Context: an optimization exercise on an open-source flow, tuned for small area, a short achievable clock period and few clock cycles. The choices shown serve that exercise and are no tape-out recipe.
At most, simulation tests tie the RTL to the original design; equivalence was not proved.

==> amber: inputs <==
// LASER
module LASER (
input CLK,
input RST,
input [3:0] X,
input [3:0] Y,
output [3:0] C1X,
output [3:0] C1Y,
output [3:0] C2X,
output [3:0] C2Y,
output reg DONE);
localparam S_LOAD = 3'd0, S_SCAN = 3'd1, S_DRAIN = 3'd2, S_LABEL = 3'd3, S_DONE = 3'd4;
reg [2:0] state;
reg [5:0] ld_cnt;
reg [3:0] cy;
reg [3:0] rx [0:39];
reg [3:0] ry [0:39];
reg       rl [0:39];
reg        s2_valid;
reg [3:0]  s2_row;
reg [5:0]  cnt_r [0:15];
reg [5:0]  M, Mp1, Mp2;
reg [7:0]  B, Bp;
assign C1X = B[3:0];
assign C1Y = B[7:4];
assign C2X = Bp[3:0];
assign C2Y = Bp[7:4];
wire labeling = (state == S_LABEL);
wire [3:0] row = labeling ? B[7:4] : cy;
wire [15:0] mask [0:39];
wire [39:0] inside_b;
wire [15:0] bx_oh = 16'd1 << B[3:0];
genvar gi, gj;
generate
for (gi = 0; gi < 40; gi = gi + 1) begin : pt
	wire [3:0] px = rx[gi];
	wire [3:0] py = ry[gi];
	wire [4:0] e = {1'b0, py} - {1'b0, row};
	reg c0, c12, c3, c4;
	always @(*) begin
		c0 = 1'b0; c12 = 1'b0; c3 = 1'b0; c4 = 1'b0;
		case (e)
			5'd0: c0 = 1'b1;
			5'd1, 5'd2, 5'd31, 5'd30: c12 = 1'b1;
			5'd3, 5'd29: c3 = 1'b1;
			5'd4, 5'd28: c4 = 1'b1;
			default: ;
		endcase
	end
	wire [2:0] r = c0 ? 3'd4 : c12 ? 3'd3 : c3 ? 3'd2 : 3'd0;
	wire near = c0 | c12 | c3 | c4;
	wire [4:0] lo = {1'b0, px} - {2'b00, r};
	wire [4:0] hi = {1'b0, px} + {2'b00, r};
	wire [15:0] tl, th;
	therm_le u_tl (.u(lo[3:0]), .t(tl));
	therm_ge u_th (.u(hi[3:0]), .t(th));
  ...
==> module LASER, before the edit <==
module LASER (
input CLK,
input RST,
input [3:0] X,
input [3:0] Y,
output [3:0] C1X,
output [3:0] C1Y,
output [3:0] C2X,
output [3:0] C2Y,
output reg DONE);
localparam S_LOAD = 3'd0, S_SCAN = 3'd1, S_DRAIN = 3'd2, S_LABEL = 3'd3, S_DONE = 3'd4;
reg [2:0] state;
reg [5:0] ld_cnt;
reg [3:0] cy;
reg [3:0] rx [0:39];
reg [3:0] ry [0:39];
reg       rl [0:39];
reg        s2_valid;
reg [3:0]  s2_row;
reg [5:0]  cnt_r [0:15];
reg [5:0]  M, Mp1, Mp2;
reg [7:0]  B, Bp;
assign C1X = B[3:0];
assign C1Y = B[7:4];
assign C2X = Bp[3:0];
assign C2Y = Bp[7:4];
wire labeling = (state == S_LABEL);
wire [3:0] row = labeling ? B[7:4] : cy;
wire [15:0] mask [0:39];
wire [39:0] inside_b;
wire [15:0] bx_oh = 16'd1 << B[3:0];
genvar gi, gj;
generate
for (gi = 0; gi < 40; gi = gi + 1) begin : pt
	wire [3:0] px = rx[gi];
	wire [3:0] py = ry[gi];
	wire [4:0] e = {1'b0, py} - {1'b0, row};
	reg c0, c12, c3, c4;
	always @(*) begin
		c0 = 1'b0; c12 = 1'b0; c3 = 1'b0; c4 = 1'b0;
		case (e)
			5'd0: c0 = 1'b1;
			5'd1, 5'd2, 5'd31, 5'd30: c12 = 1'b1;
			5'd3, 5'd29: c3 = 1'b1;
			5'd4, 5'd28: c4 = 1'b1;
			default: ;
		endcase
	end
	wire [2:0] r = c0 ? 3'd4 : c12 ? 3'd3 : c3 ? 3'd2 : 3'd0;
	wire near = c0 | c12 | c3 | c4;
	wire [4:0] lo = {1'b0, px} - {2'b00, r};
	wire [4:0] hi = {1'b0, px} + {2'b00, r};
	wire [15:0] tl, th;
	therm_le u_tl (.u(lo[3:0]), .t(tl));
	therm_ge u_th (.u(hi[3:0]), .t(th));
	wire [15:0] m = (tl | {16{lo[4]}}) & (th | {16{hi[4]}}) & {16{near}};
	assign mask[gi] = m & {16{~rl[gi]}};
	assign inside_b[gi] = |(m & bx_oh);
end
endgenerate
wire [5:0] cnt [0:15];
generate
for (gj = 0; gj < 16; gj = gj + 1) begin : pcol
	wire [39:0] bits;
	for (gi = 0; gi < 40; gi = gi + 1) begin : b
		assign bits[gi] = mask[gi][gj];
	end
	pc40 u_pc (.a(bits), .s(cnt[gj]));
end
endgenerate
integer i, j;
wire [5:0] lv_c [0:30];
wire [3:0] lv_i [0:30];
generate
for (gj = 0; gj < 16; gj = gj + 1) begin : lv0
	assign lv_c[gj] = cnt_r[gj];
	assign lv_i[gj] = gj;
end
for (gj = 0; gj < 15; gj = gj + 1) begin : lvn
	wire right = lv_c[2*gj+1] >= lv_c[2*gj];
	assign lv_c[16+gj] = right ? lv_c[2*gj+1] : lv_c[2*gj];
	assign lv_i[16+gj] = right ? lv_i[2*gj+1] : lv_i[2*gj];
end
endgenerate
wire [5:0] rmax = lv_c[30];
wire [3:0] rcol = lv_i[30];
wire take = (rmax >= M);
wire finish = take ? (rmax == Mp2) : (M == Mp2);
always @(posedge CLK or posedge RST) begin
	if (RST) begin
		state <= S_LOAD;
		ld_cnt <= 6'd0;
		cy <= 4'd0;
		s2_valid <= 1'b0;
		s2_row <= 4'd0;
		DONE <= 1'b0;
		M <= 6'd0;
		Mp1 <= 6'd0;
		Mp2 <= 6'd0;
		B <= 8'd0;
		Bp <= 8'd0;
	end else begin
		DONE <= 1'b0;
		s2_valid <= (state == S_SCAN);
		s2_row <= cy;
		case (state)
			S_LOAD: begin
				ld_cnt <= ld_cnt + 6'd1;
				cy <= 4'd0;
				M <= 6'd0;
				Mp1 <= 6'd0;
				Mp2 <= 6'd0;
				if (ld_cnt == 6'd39) begin
					ld_cnt <= 6'd0;
					state <= S_SCAN;
				end
			end
			S_SCAN: begin
				cy <= cy + 4'd1;
				if (cy == 4'd15)
					state <= S_DRAIN;
			end
			S_DRAIN: begin
				if (finish) begin
					DONE <= 1'b1;
					state <= S_DONE;
				end else
					state <= S_LABEL;
			end
			S_LABEL: begin
				Mp2 <= Mp1;
				Mp1 <= M;
				M <= 6'd0;
				Bp <= B;
				state <= S_SCAN;
			end
			default: begin
				state <= S_LOAD;
			end
		endcase
		if (s2_valid && take) begin
			M <= rmax;
			B <= {s2_row, rcol};
		end
	end
end
always @(posedge CLK) begin
	for (j = 0; j < 16; j = j + 1)
		cnt_r[j] <= cnt[j];
	for (i = 1; i < 40; i = i + 1) begin
		rx[i] <= rx[i-1];
		ry[i] <= ry[i-1];
		rl[i] <= labeling ? inside_b[i-1] : rl[i-1];
	end
	if (state == S_LOAD) begin
		rx[0] <= X;
		ry[0] <= Y;
		rl[0] <= 1'b0;
	end else begin
		rx[0] <= rx[39];
		ry[0] <= ry[39];
		rl[0] <= labeling ? inside_b[39] : rl[39];
	end
end
endmodule
==> module therm_le, before the edit <==
module therm_le (input [3:0] u, output [15:0] t);
wire [3:0] t2 = {1'b1, ~(u[1] & u[0]), ~u[1], ~(u[1] | u[0])};
wire [7:0] t3 = {{4{~u[2]}} | t2, {4{~u[2]}} & t2};
assign t = {{8{~u[3]}} | t3, {8{~u[3]}} & t3};
endmodule
==> module therm_ge, before the edit <==
module therm_ge (input [3:0] u, output [15:0] t);
wire [15:0] n;
therm_le u_n (.u(~u), .t(n));
genvar k;
generate
for (k = 0; k < 16; k = k + 1) begin : rev
	assign t[k] = n[15 - k];
end
endgenerate
endmodule
export LEC_CHECK = 0
export CAP_MARGIN = 20
export CORE_MARGIN = 2
export CORE_UTILIZATION = 40
export SLEW_MARGIN = 20
create_clock -name core_clock -period 10.0 [get_ports {CLK}]
run.sh (not shown) runs the stock make flow with config.mk's settings and CLKGATE_MAP_FILE= SYNTH_SCRIPT=/design/flow/synth_recipe.tcl, a recipe that flattens the netlist after the stock synthesis.
==> inputs of juniper, as changes to amber <==
--- a/flow/design.v
+++ b/flow/design.v
@@ -11,13 +11,13 @@
 localparam S_LOAD = 3'd0, S_SCAN = 3'd1, S_DRAIN = 3'd2, S_LABEL = 3'd3, S_DONE = 3'd4;
 reg [2:0] state;
 reg [5:0] ld_cnt;
-reg [3:0] cy;
+reg [4:0] seg;       
 reg [3:0] rx [0:39];
 reg [3:0] ry [0:39];
 reg       rl [0:39];
 reg        s2_valid;
-reg [3:0]  s2_row;
-reg [5:0]  cnt_r [0:15];
+reg [4:0] s2_seg;
+reg [5:0]  cnt_r [0:7];
 reg [5:0]  M, Mp1, Mp2;
 reg [7:0]  B, Bp;
 assign C1X = B[3:0];
@@ -25,10 +25,11 @@
 assign C2X = Bp[3:0];
 assign C2Y = Bp[7:4];
 wire labeling = (state == S_LABEL);
-wire [3:0] row = labeling ? B[7:4] : cy;
-wire [15:0] mask [0:39];
+wire [3:0] row = labeling ? B[7:4] : seg[4:1];
+wire [0:0] half = labeling ? B[3:3] : seg[0:0];
+wire [7:0] bx_oh = 8'd1 << B[2:0];
+wire [7:0] mask [0:39];
 wire [39:0] inside_b;
-wire [15:0] bx_oh = 16'd1 << B[3:0];
 genvar gi, gj;
 generate
 for (gi = 0; gi < 40; gi = gi + 1) begin : pt
@@ -50,17 +51,19 @@
 	wire near = c0 | c12 | c3 | c4;
 	wire [4:0] lo = {1'b0, px} - {2'b00, r};
 	wire [4:0] hi = {1'b0, px} + {2'b00, r};
-	wire [15:0] tl, th;
-	therm_le u_tl (.u(lo[3:0]), .t(tl));
-	therm_ge u_th (.u(hi[3:0]), .t(th));
-	wire [15:0] m = (tl | {16{lo[4]}}) & (th | {16{hi[4]}}) & {16{near}};
-	assign mask[gi] = m & {16{~rl[gi]}};
+	wire [7:0] tl, th;
+	therm_le3 u_tl (.u(lo[2:0]), .t(tl));
+	therm_ge3 u_th (.u(hi[2:0]), .t(th));
+	wire [7:0] tl8 = half[0] ? (tl | {8{~lo[3]}}) : (tl & {8{~lo[3]}});
+	wire [7:0] th8 = half[0] ? (th & {8{hi[3]}}) : (th | {8{hi[3]}});
+	wire [7:0] m = (tl8 | {8{lo[4]}}) & (th8 | {8{hi[4]}}) & {8{near}};
+	assign mask[gi] = m & {8{~rl[gi]}};
 	assign inside_b[gi] = |(m & bx_oh);
 end
 endgenerate
-wire [5:0] cnt [0:15];
-generate
-for (gj = 0; gj < 16; gj = gj + 1) begin : pcol
+wire [5:0] cnt [0:7];
+generate
+for (gj = 0; gj < 8; gj = gj + 1) begin : pcol
 	wire [39:0] bits;
 	for (gi = 0; gi < 40; gi = gi + 1) begin : b
 		assign bits[gi] = mask[gi][gj];
@@ -68,31 +71,31 @@
 	pc40 u_pc (.a(bits), .s(cnt[gj]));
 end
 endgenerate
-integer i, j;
-wire [5:0] lv_c [0:30];
-wire [3:0] lv_i [0:30];
-generate
-for (gj = 0; gj < 16; gj = gj + 1) begin : lv0
+wire [5:0] lv_c [0:14];
+wire [2:0] lv_i [0:14];
+generate
+for (gj = 0; gj < 8; gj = gj + 1) begin : lv0
 	assign lv_c[gj] = cnt_r[gj];
 	assign lv_i[gj] = gj;
 end
-for (gj = 0; gj < 15; gj = gj + 1) begin : lvn
+for (gj = 0; gj < 7; gj = gj + 1) begin : lvn
 	wire right = lv_c[2*gj+1] >= lv_c[2*gj];
-	assign lv_c[16+gj] = right ? lv_c[2*gj+1] : lv_c[2*gj];
-	assign lv_i[16+gj] = right ? lv_i[2*gj+1] : lv_i[2*gj];
-end
-endgenerate
-wire [5:0] rmax = lv_c[30];
-wire [3:0] rcol = lv_i[30];
+	assign lv_c[8+gj] = right ? lv_c[2*gj+1] : lv_c[2*gj];
+	assign lv_i[8+gj] = right ? lv_i[2*gj+1] : lv_i[2*gj];
+end
+endgenerate
+wire [5:0] rmax = lv_c[14];
+wire [2:0] rcol = lv_i[14];
 wire take = (rmax >= M);
 wire finish = take ? (rmax == Mp2) : (M == Mp2);
+integer i, j;
 always @(posedge CLK or posedge RST) begin
 	if (RST) begin
 		state <= S_LOAD;
 		ld_cnt <= 6'd0;
-		cy <= 4'd0;
+		seg <= 5'd0;
 		s2_valid <= 1'b0;
-		s2_row <= 4'd0;
+		s2_seg <= 5'd0;
 		DONE <= 1'b0;
 		M <= 6'd0;
 		Mp1 <= 6'd0;
@@ -102,11 +105,11 @@
 	end else begin
 		DONE <= 1'b0;
 		s2_valid <= (state == S_SCAN);
-		s2_row <= cy;
+		s2_seg <= seg;
 		case (state)
 			S_LOAD: begin
 				ld_cnt <= ld_cnt + 6'd1;
-				cy <= 4'd0;
+				seg <= 5'd0;
 				M <= 6'd0;
 				Mp1 <= 6'd0;
 				Mp2 <= 6'd0;
@@ -116,8 +119,8 @@
 				end
 			end
 			S_SCAN: begin
-				cy <= cy + 4'd1;
-				if (cy == 4'd15)
+				seg <= seg + 5'd1;
+				if (seg == {5{1'b1}})
 					state <= S_DRAIN;
 			end
 			S_DRAIN: begin
@@ -140,12 +143,12 @@
 		endcase
 		if (s2_valid && take) begin
 			M <= rmax;
-			B <= {s2_row, rcol};
+			B <= {s2_seg, rcol};
 		end
 	end
 end
 always @(posedge CLK) begin
-	for (j = 0; j < 16; j = j + 1)
+	for (j = 0; j < 8; j = j + 1)
 		cnt_r[j] <= cnt[j];
 	for (i = 1; i < 40; i = i + 1) begin
 		rx[i] <= rx[i-1];
@@ -162,6 +165,35 @@
 		rl[0] <= labeling ? inside_b[39] : rl[39];
 	end
 end
+endmodule
+module therm_le3 (input [2:0] u, output [7:0] t);
+wire [3:0] t2 = {1'b1, ~(u[1] & u[0]), ~u[1], ~(u[1] | u[0])};
+assign t = {{4{~u[2]}} | t2, {4{~u[2]}} & t2};
+endmodule
+module therm_le4 (input [3:0] u, output [15:0] t);
+wire [7:0] t3;
+therm_le3 u3 (.u(u[2:0]), .t(t3));
+assign t = {{8{~u[3]}} | t3, {8{~u[3]}} & t3};
+endmodule
+module therm_ge3 (input [2:0] u, output [7:0] t);
+wire [7:0] n;
+therm_le3 u_n (.u(~u), .t(n));
+genvar k;
+generate
+for (k = 0; k < 8; k = k + 1) begin : rev
+	assign t[k] = n[7 - k];
+end
+endgenerate
+endmodule
+module therm_ge4 (input [3:0] u, output [15:0] t);
+wire [15:0] n;
+therm_le4 u_n (.u(~u), .t(n));
+genvar k;
+generate
+for (k = 0; k < 16; k = k + 1) begin : rev
+	assign t[k] = n[15 - k];
+end
+endgenerate
 endmodule
 module pc40 (input [39:0] a, output [5:0] s);
 	wire t1 = a[0] ^ a[1] ^ a[2];
@@ -250,18 +282,3 @@
 	wire t84 = t82 & t80;
 	assign s = {t83, t81, t77, t73, t67, t57};
 endmodule
-module therm_le (input [3:0] u, output [15:0] t);
-wire [3:0] t2 = {1'b1, ~(u[1] & u[0]), ~u[1], ~(u[1] | u[0])};
-wire [7:0] t3 = {{4{~u[2]}} | t2, {4{~u[2]}} & t2};
-assign t = {{8{~u[3]}} | t3, {8{~u[3]}} & t3};
-endmodule
-module therm_ge (input [3:0] u, output [15:0] t);
-wire [15:0] n;
-therm_le u_n (.u(~u), .t(n));
-genvar k;
-generate
-for (k = 0; k < 16; k = k + 1) begin : rev
-	assign t[k] = n[15 - k];
-end
-endgenerate
-endmodule
==> inputs of sierra, as changes to amber <==
--- a/flow/design.v
+++ b/flow/design.v
@@ -8,13 +8,16 @@
 output [3:0] C2X,
 output [3:0] C2Y,
 output reg DONE);
-localparam S_LOAD = 3'd0, S_SCAN = 3'd1, S_DRAIN = 3'd2, S_LABEL = 3'd3, S_DONE = 3'd4;
+localparam S_LOAD = 3'd0, S_SCAN = 3'd1, S_DRAIN = 3'd2, S_PRE = 3'd3, S_LABEL = 3'd4, S_DONE = 3'd5, S_FILL = 3'd6, S_DRAIN2 = 3'd7;
 reg [2:0] state;
 reg [5:0] ld_cnt;
-reg [3:0] cy;
+reg [3:0] row;           
+reg [3:0] nrow;          
 reg [3:0] rx [0:39];
 reg [3:0] ry [0:39];
 reg       rl [0:39];
+reg [3:0] rlo [0:39];
+reg [3:0] rhi [0:39];
 reg        s2_valid;
 reg [3:0]  s2_row;
 reg [5:0]  cnt_r [0:15];
@@ -25,36 +28,76 @@
 assign C2X = Bp[3:0];
 assign C2Y = Bp[7:4];
 wire labeling = (state == S_LABEL);
-wire [3:0] row = labeling ? B[7:4] : cy;
-wire [15:0] mask [0:39];
-wire [39:0] inside_b;
+wire loading = (state == S_LOAD);
 wire [15:0] bx_oh = 16'd1 << B[3:0];
+wire [3:0] in_x [0:39];
+wire [3:0] in_y [0:39];
+wire       in_l [0:39];
+wire [39:0] inside_b;
 genvar gi, gj;
 generate
+for (gi = 0; gi < 40; gi = gi + 1) begin : rin
+	if (gi == 0) begin : first
+		assign in_x[gi] = loading ? X : rx[39];
+		assign in_y[gi] = loading ? Y : ry[39];
+		assign in_l[gi] = loading ? 1'b0 : labeling ? inside_b[39] : rl[39];
+	end else begin : rest
+		assign in_x[gi] = rx[gi-1];
+		assign in_y[gi] = ry[gi-1];
+		assign in_l[gi] = labeling ? inside_b[gi-1] : rl[gi-1];
+	end
+end
+endgenerate
+wire [3:0] nlo [0:39];
+wire [3:0] nhi [0:39];
+wire gate_l = (state != S_PRE) && (state != S_DRAIN2);    
+generate
+for (gi = 0; gi < 40; gi = gi + 1) begin : cls
+	wire [3:0] px = rx[(gi + 39) % 40];
+	wire [3:0] py = ry[(gi + 39) % 40];
+	wire [3:0] nr = ~nrow;
+	wire [4:0] sc;
+	wire [3:0] s;
+	assign sc[0] = 1'b1;
+	for (gj = 0; gj < 4; gj = gj + 1) begin : sb
+		assign s[gj] = py[gj] ^ nr[gj] ^ sc[gj];
+		assign sc[gj+1] = (py[gj] & nr[gj]) | (sc[gj] & (py[gj] ^ nr[gj]));
+	end
+	wire pos = sc[4];
+	wire lo4 = ~s[3] & ~s[2];
+	wire hi12 = s[3] & s[2];
+	wire c0  = pos & lo4 & ~s[1] & ~s[0];
+	wire c12 = pos & lo4 & (s[1] ^ s[0]) | ~pos & hi12 & s[1];
+	wire c3  = pos & lo4 & s[1] & s[0] | ~pos & hi12 & ~s[1] & s[0];
+	wire c4  = pos & ~s[3] & s[2] & ~s[1] & ~s[0] | ~pos & hi12 & ~s[1] & ~s[0];
+	wire on = (c0 | c12 | c3 | c4) & ~(gate_l & in_l[gi]);
+	wire [3:0] rr = {1'b0, c0, c12 | c3, c12};
+	wire [3:0] nrr = ~rr;
+	wire [4:0] ch, cl;
+	wire [3:0] lo, hi;
+	assign ch[0] = 1'b0;
+	assign cl[0] = 1'b1;
+	for (gj = 0; gj < 4; gj = gj + 1) begin : ad
+		assign hi[gj] = px[gj] ^ rr[gj] ^ ch[gj];
+		assign ch[gj+1] = (px[gj] & rr[gj]) | (ch[gj] & (px[gj] ^ rr[gj]));
+		assign lo[gj] = px[gj] ^ nrr[gj] ^ cl[gj];
+		assign cl[gj+1] = (px[gj] & nrr[gj]) | (cl[gj] & (px[gj] ^ nrr[gj]));
+	end
+	assign nlo[gi] = ~on ? 4'd15 : ~cl[4] ? 4'd0 : lo;
+	assign nhi[gi] = ~on ? 4'd0 : ch[4] ? 4'd15 : hi;
+end
+endgenerate
+wire [15:0] mask [0:39];
+generate
 for (gi = 0; gi < 40; gi = gi + 1) begin : pt
-	wire [3:0] px = rx[gi];
-	wire [3:0] py = ry[gi];
-	wire [4:0] e = {1'b0, py} - {1'b0, row};
-	reg c0, c12, c3, c4;
-	always @(*) begin
-		c0 = 1'b0; c12 = 1'b0; c3 = 1'b0; c4 = 1'b0;
-		case (e)
-			5'd0: c0 = 1'b1;
-			5'd1, 5'd2, 5'd31, 5'd30: c12 = 1'b1;
-			5'd3, 5'd29: c3 = 1'b1;
-			5'd4, 5'd28: c4 = 1'b1;
-			default: ;
-		endcase
+	wire [15:0] tl, tg;
+	therm_le4 u_tl (.u(rlo[gi]), .t(tg));    
+	therm_le4 u_th (.u(~rhi[gi]), .t(tl));   
+	wire [15:0] m;
+	for (gj = 0; gj < 16; gj = gj + 1) begin : col
+		assign m[gj] = tg[gj] & tl[15 - gj];
 	end
-	wire [2:0] r = c0 ? 3'd4 : c12 ? 3'd3 : c3 ? 3'd2 : 3'd0;
-	wire near = c0 | c12 | c3 | c4;
-	wire [4:0] lo = {1'b0, px} - {2'b00, r};
-	wire [4:0] hi = {1'b0, px} + {2'b00, r};
-	wire [15:0] tl, th;
-	therm_le u_tl (.u(lo[3:0]), .t(tl));
-	therm_ge u_th (.u(hi[3:0]), .t(th));
-	wire [15:0] m = (tl | {16{lo[4]}}) & (th | {16{hi[4]}}) & {16{near}};
-	assign mask[gi] = m & {16{~rl[gi]}};
+	assign mask[gi] = m;
 	assign inside_b[gi] = |(m & bx_oh);
 end
 endgenerate
@@ -68,31 +111,68 @@
 	pc40 u_pc (.a(bits), .s(cnt[gj]));
 end
 endgenerate
-integer i, j;
+function ge6;
+	input [5:0] a, b;
+	reg [5:0] g, e;
+	reg g10, e10, g32, e32, g54, e54;
+	begin
+		g = a & ~b;
+		e = ~(a ^ b);
+		g10 = g[1] | e[1] & (a[0] | ~b[0]);
+		g32 = g[3] | e[3] & g[2];  e32 = e[3] & e[2];
+		g54 = g[5] | e[5] & g[4];  e54 = e[5] & e[4];
+		ge6 = g54 | e54 & (g32 | e32 & g10);
+	end
+endfunction
 wire [5:0] lv_c [0:30];
 wire [3:0] lv_i [0:30];
+reg  [5:0] q_c [0:3];
+reg  [3:0] q_i [0:3];
+reg        s3_valid;
+reg  [3:0] s3_row;
 generate
 for (gj = 0; gj < 16; gj = gj + 1) begin : lv0
 	assign lv_c[gj] = cnt_r[gj];
 	assign lv_i[gj] = gj;
 end
 for (gj = 0; gj < 15; gj = gj + 1) begin : lvn
-	wire right = lv_c[2*gj+1] >= lv_c[2*gj];
-	assign lv_c[16+gj] = right ? lv_c[2*gj+1] : lv_c[2*gj];
-	assign lv_i[16+gj] = right ? lv_i[2*gj+1] : lv_i[2*gj];
+	wire [5:0] lc, rc;
+	wire [3:0] li, ri;
+	if (gj == 12 || gj == 13) begin : reg_in
+		assign lc = q_c[2*gj-24];
+		assign rc = q_c[2*gj-23];
+		assign li = q_i[2*gj-24];
+		assign ri = q_i[2*gj-23];
+	end else begin : comb_in
+		assign lc = lv_c[2*gj];
+		assign rc = lv_c[2*gj+1];
+		assign li = lv_i[2*gj];
+		assign ri = lv_i[2*gj+1];
+	end
+	wire right = ge6(rc, lc);
+	assign lv_c[16+gj] = right ? rc : lc;
+	assign lv_i[16+gj] = right ? ri : li;
 end
 endgenerate
+always @(posedge CLK) begin
+	q_c[0] <= lv_c[24]; q_c[1] <= lv_c[25]; q_c[2] <= lv_c[26]; q_c[3] <= lv_c[27];
+	q_i[0] <= lv_i[24]; q_i[1] <= lv_i[25]; q_i[2] <= lv_i[26]; q_i[3] <= lv_i[27];
+end
 wire [5:0] rmax = lv_c[30];
 wire [3:0] rcol = lv_i[30];
-wire take = (rmax >= M);
+wire take = ge6(rmax, M);
 wire finish = take ? (rmax == Mp2) : (M == Mp2);
+integer i, j;
 always @(posedge CLK or posedge RST) begin
 	if (RST) begin
 		state <= S_LOAD;
 		ld_cnt <= 6'd0;
-		cy <= 4'd0;
+		row <= 4'd0;
+		nrow <= 4'd0;
 		s2_valid <= 1'b0;
 		s2_row <= 4'd0;
+		s3_valid <= 1'b0;
+		s3_row <= 4'd0;
 		DONE <= 1'b0;
 		M <= 6'd0;
 		Mp1 <= 6'd0;
@@ -102,67 +182,88 @@
 	end else begin
 		DONE <= 1'b0;
 		s2_valid <= (state == S_SCAN);
-		s2_row <= cy;
+		s2_row <= row;
+		s3_valid <= s2_valid;
+		s3_row <= s2_row;
 		case (state)
 			S_LOAD: begin
 				ld_cnt <= ld_cnt + 6'd1;
-				cy <= 4'd0;
+				row <= 4'd0;
+				nrow <= 4'd0;
 				M <= 6'd0;
 				Mp1 <= 6'd0;
 				Mp2 <= 6'd0;
 				if (ld_cnt == 6'd39) begin
 					ld_cnt <= 6'd0;
-					state <= S_SCAN;
+					state <= S_FILL;
 				end
 			end
+			S_FILL: begin
+				nrow <= 4'd1;
+				state <= S_SCAN;
+			end
 			S_SCAN: begin
-				cy <= cy + 4'd1;
-				if (cy == 4'd15)
+				row <= row + 4'd1;
+				nrow <= nrow + 4'd1;
+				if (row == 4'd15)
 					state <= S_DRAIN;
 			end
 			S_DRAIN: begin
+				nrow <= (s3_valid && take) ? s3_row : B[7:4];
+				state <= S_DRAIN2;
+			end
+			S_DRAIN2: begin
 				if (finish) begin
 					DONE <= 1'b1;
 					state <= S_DONE;
-				end else
+				end else if (take) begin
+					nrow <= s3_row;
+					state <= S_PRE;
+				end else begin
+					nrow <= 4'd0;
 					state <= S_LABEL;
+				end
+			end
+			S_PRE: begin
+				nrow <= 4'd0;
+				state <= S_LABEL;
 			end
 			S_LABEL: begin
 				Mp2 <= Mp1;
 				Mp1 <= M;
 				M <= 6'd0;
 				Bp <= B;
+				row <= 4'd0;
+				nrow <= 4'd1;
 				state <= S_SCAN;
 			end
 			default: begin
 				state <= S_LOAD;
 			end
 		endcase
-		if (s2_valid && take) begin
+		if (s3_valid && take) begin
 			M <= rmax;
-			B <= {s2_row, rcol};
+			B <= {s3_row, rcol};
 		end
 	end
 end
 always @(posedge CLK) begin
 	for (j = 0; j < 16; j = j + 1)
 		cnt_r[j] <= cnt[j];
-	for (i = 1; i < 40; i = i + 1) begin
-		rx[i] <= rx[i-1];
-		ry[i] <= ry[i-1];
-		rl[i] <= labeling ? inside_b[i-1] : rl[i-1];
-	end
-	if (state == S_LOAD) begin
-		rx[0] <= X;
-		ry[0] <= Y;
-		rl[0] <= 1'b0;
-	end else begin
-		rx[0] <= rx[39];
-		ry[0] <= ry[39];
-		rl[0] <= labeling ? inside_b[39] : rl[39];
+	for (i = 0; i < 40; i = i + 1) begin
+		rx[i] <= in_x[i];
+		ry[i] <= in_y[i];
+		rl[i] <= in_l[i];
+		rlo[i] <= nlo[i];
+		rhi[i] <= nhi[i];
 	end
 end
 endmodule
+module therm_le4 (input [3:0] u, output [15:0] t);
+wire [3:0] t2 = {1'b1, ~(u[1] & u[0]), ~u[1], ~(u[1] | u[0])};
+wire [7:0] t3 = {{4{~u[2]}} | t2, {4{~u[2]}} & t2};
+assign t = {{8{~u[3]}} | t3, {8{~u[3]}} & t3};
+endmodule
 module pc40 (input [39:0] a, output [5:0] s);
 	wire t1 = a[0] ^ a[1] ^ a[2];
 	wire t2 = (a[0] & a[1]) | (a[0] & a[2]) | (a[1] & a[2]);
@@ -250,18 +351,3 @@
 	wire t84 = t82 & t80;
 	assign s = {t83, t81, t77, t73, t67, t57};
 endmodule
-module therm_le (input [3:0] u, output [15:0] t);
-wire [3:0] t2 = {1'b1, ~(u[1] & u[0]), ~u[1], ~(u[1] | u[0])};
-wire [7:0] t3 = {{4{~u[2]}} | t2, {4{~u[2]}} & t2};
-assign t = {{8{~u[3]}} | t3, {8{~u[3]}} & t3};
-endmodule
-module therm_ge (input [3:0] u, output [15:0] t);
-wire [15:0] n;
-therm_le u_n (.u(~u), .t(n));
-genvar k;
-generate
-for (k = 0; k < 16; k = k + 1) begin : rev
-	assign t[k] = n[15 - k];
-end
-endgenerate
-endmodule
- ABC_CLOCK_PERIOD_IN_PS: default -> 4500
- SETUP_SLACK_MARGIN: default -> 5
==> notes <==
Between juniper and sierra, the lower register-to-register slack is in juniper (gap 3.9 ns). Between amber and sierra, the lower design area is in amber (gap 0.25%, measured against sierra). Against amber, the critical path depth of sierra is lower by 10. In sierra the wire length is lower than in amber, by about 21%. Die area, highest first: amber, sierra, juniper. Sequential share of layout area, lowest first: amber, juniper, sierra.
Testbench counts of amber, summed over its fixed seeds: cycles 4,818.
Testbench counts of sierra, summed over its fixed seeds: cycles 5,031.
The RTL of juniper was laid out without a check of its function.

separate check: timing with driven ports:
Ports are ideal in the flow. The routed layouts listed here were re-timed in OpenROAD.
Step 1: set_driving_cell puts a clkbuf_16 on CLK and a buf_2 on each other input, an assumption about the parent block.
Step 2 moves the port delays by t, midway between the first and last clock arrival at a register: inputs arrive t later, outputs are due t later. That takes back most of the time a late clock gives input paths.
Slacks: ideal / step 1 / step 2; pairs: ideal / step 1.
run | t, ns | setup WS [ns] | latest minus earliest clock arrival (ns)
amber | 0.770 | 0.429 / 0.429 / 0.429 | 0.029 / 0.029
juniper | 0.755 | 0.517 / 0.517 / 0.517 | 0.040 / 0.040
sierra | 0.801 | 4.433 / 4.433 / 4.433 | 0.062 / 0.063
After both steps every run listed still meets setup and hold.
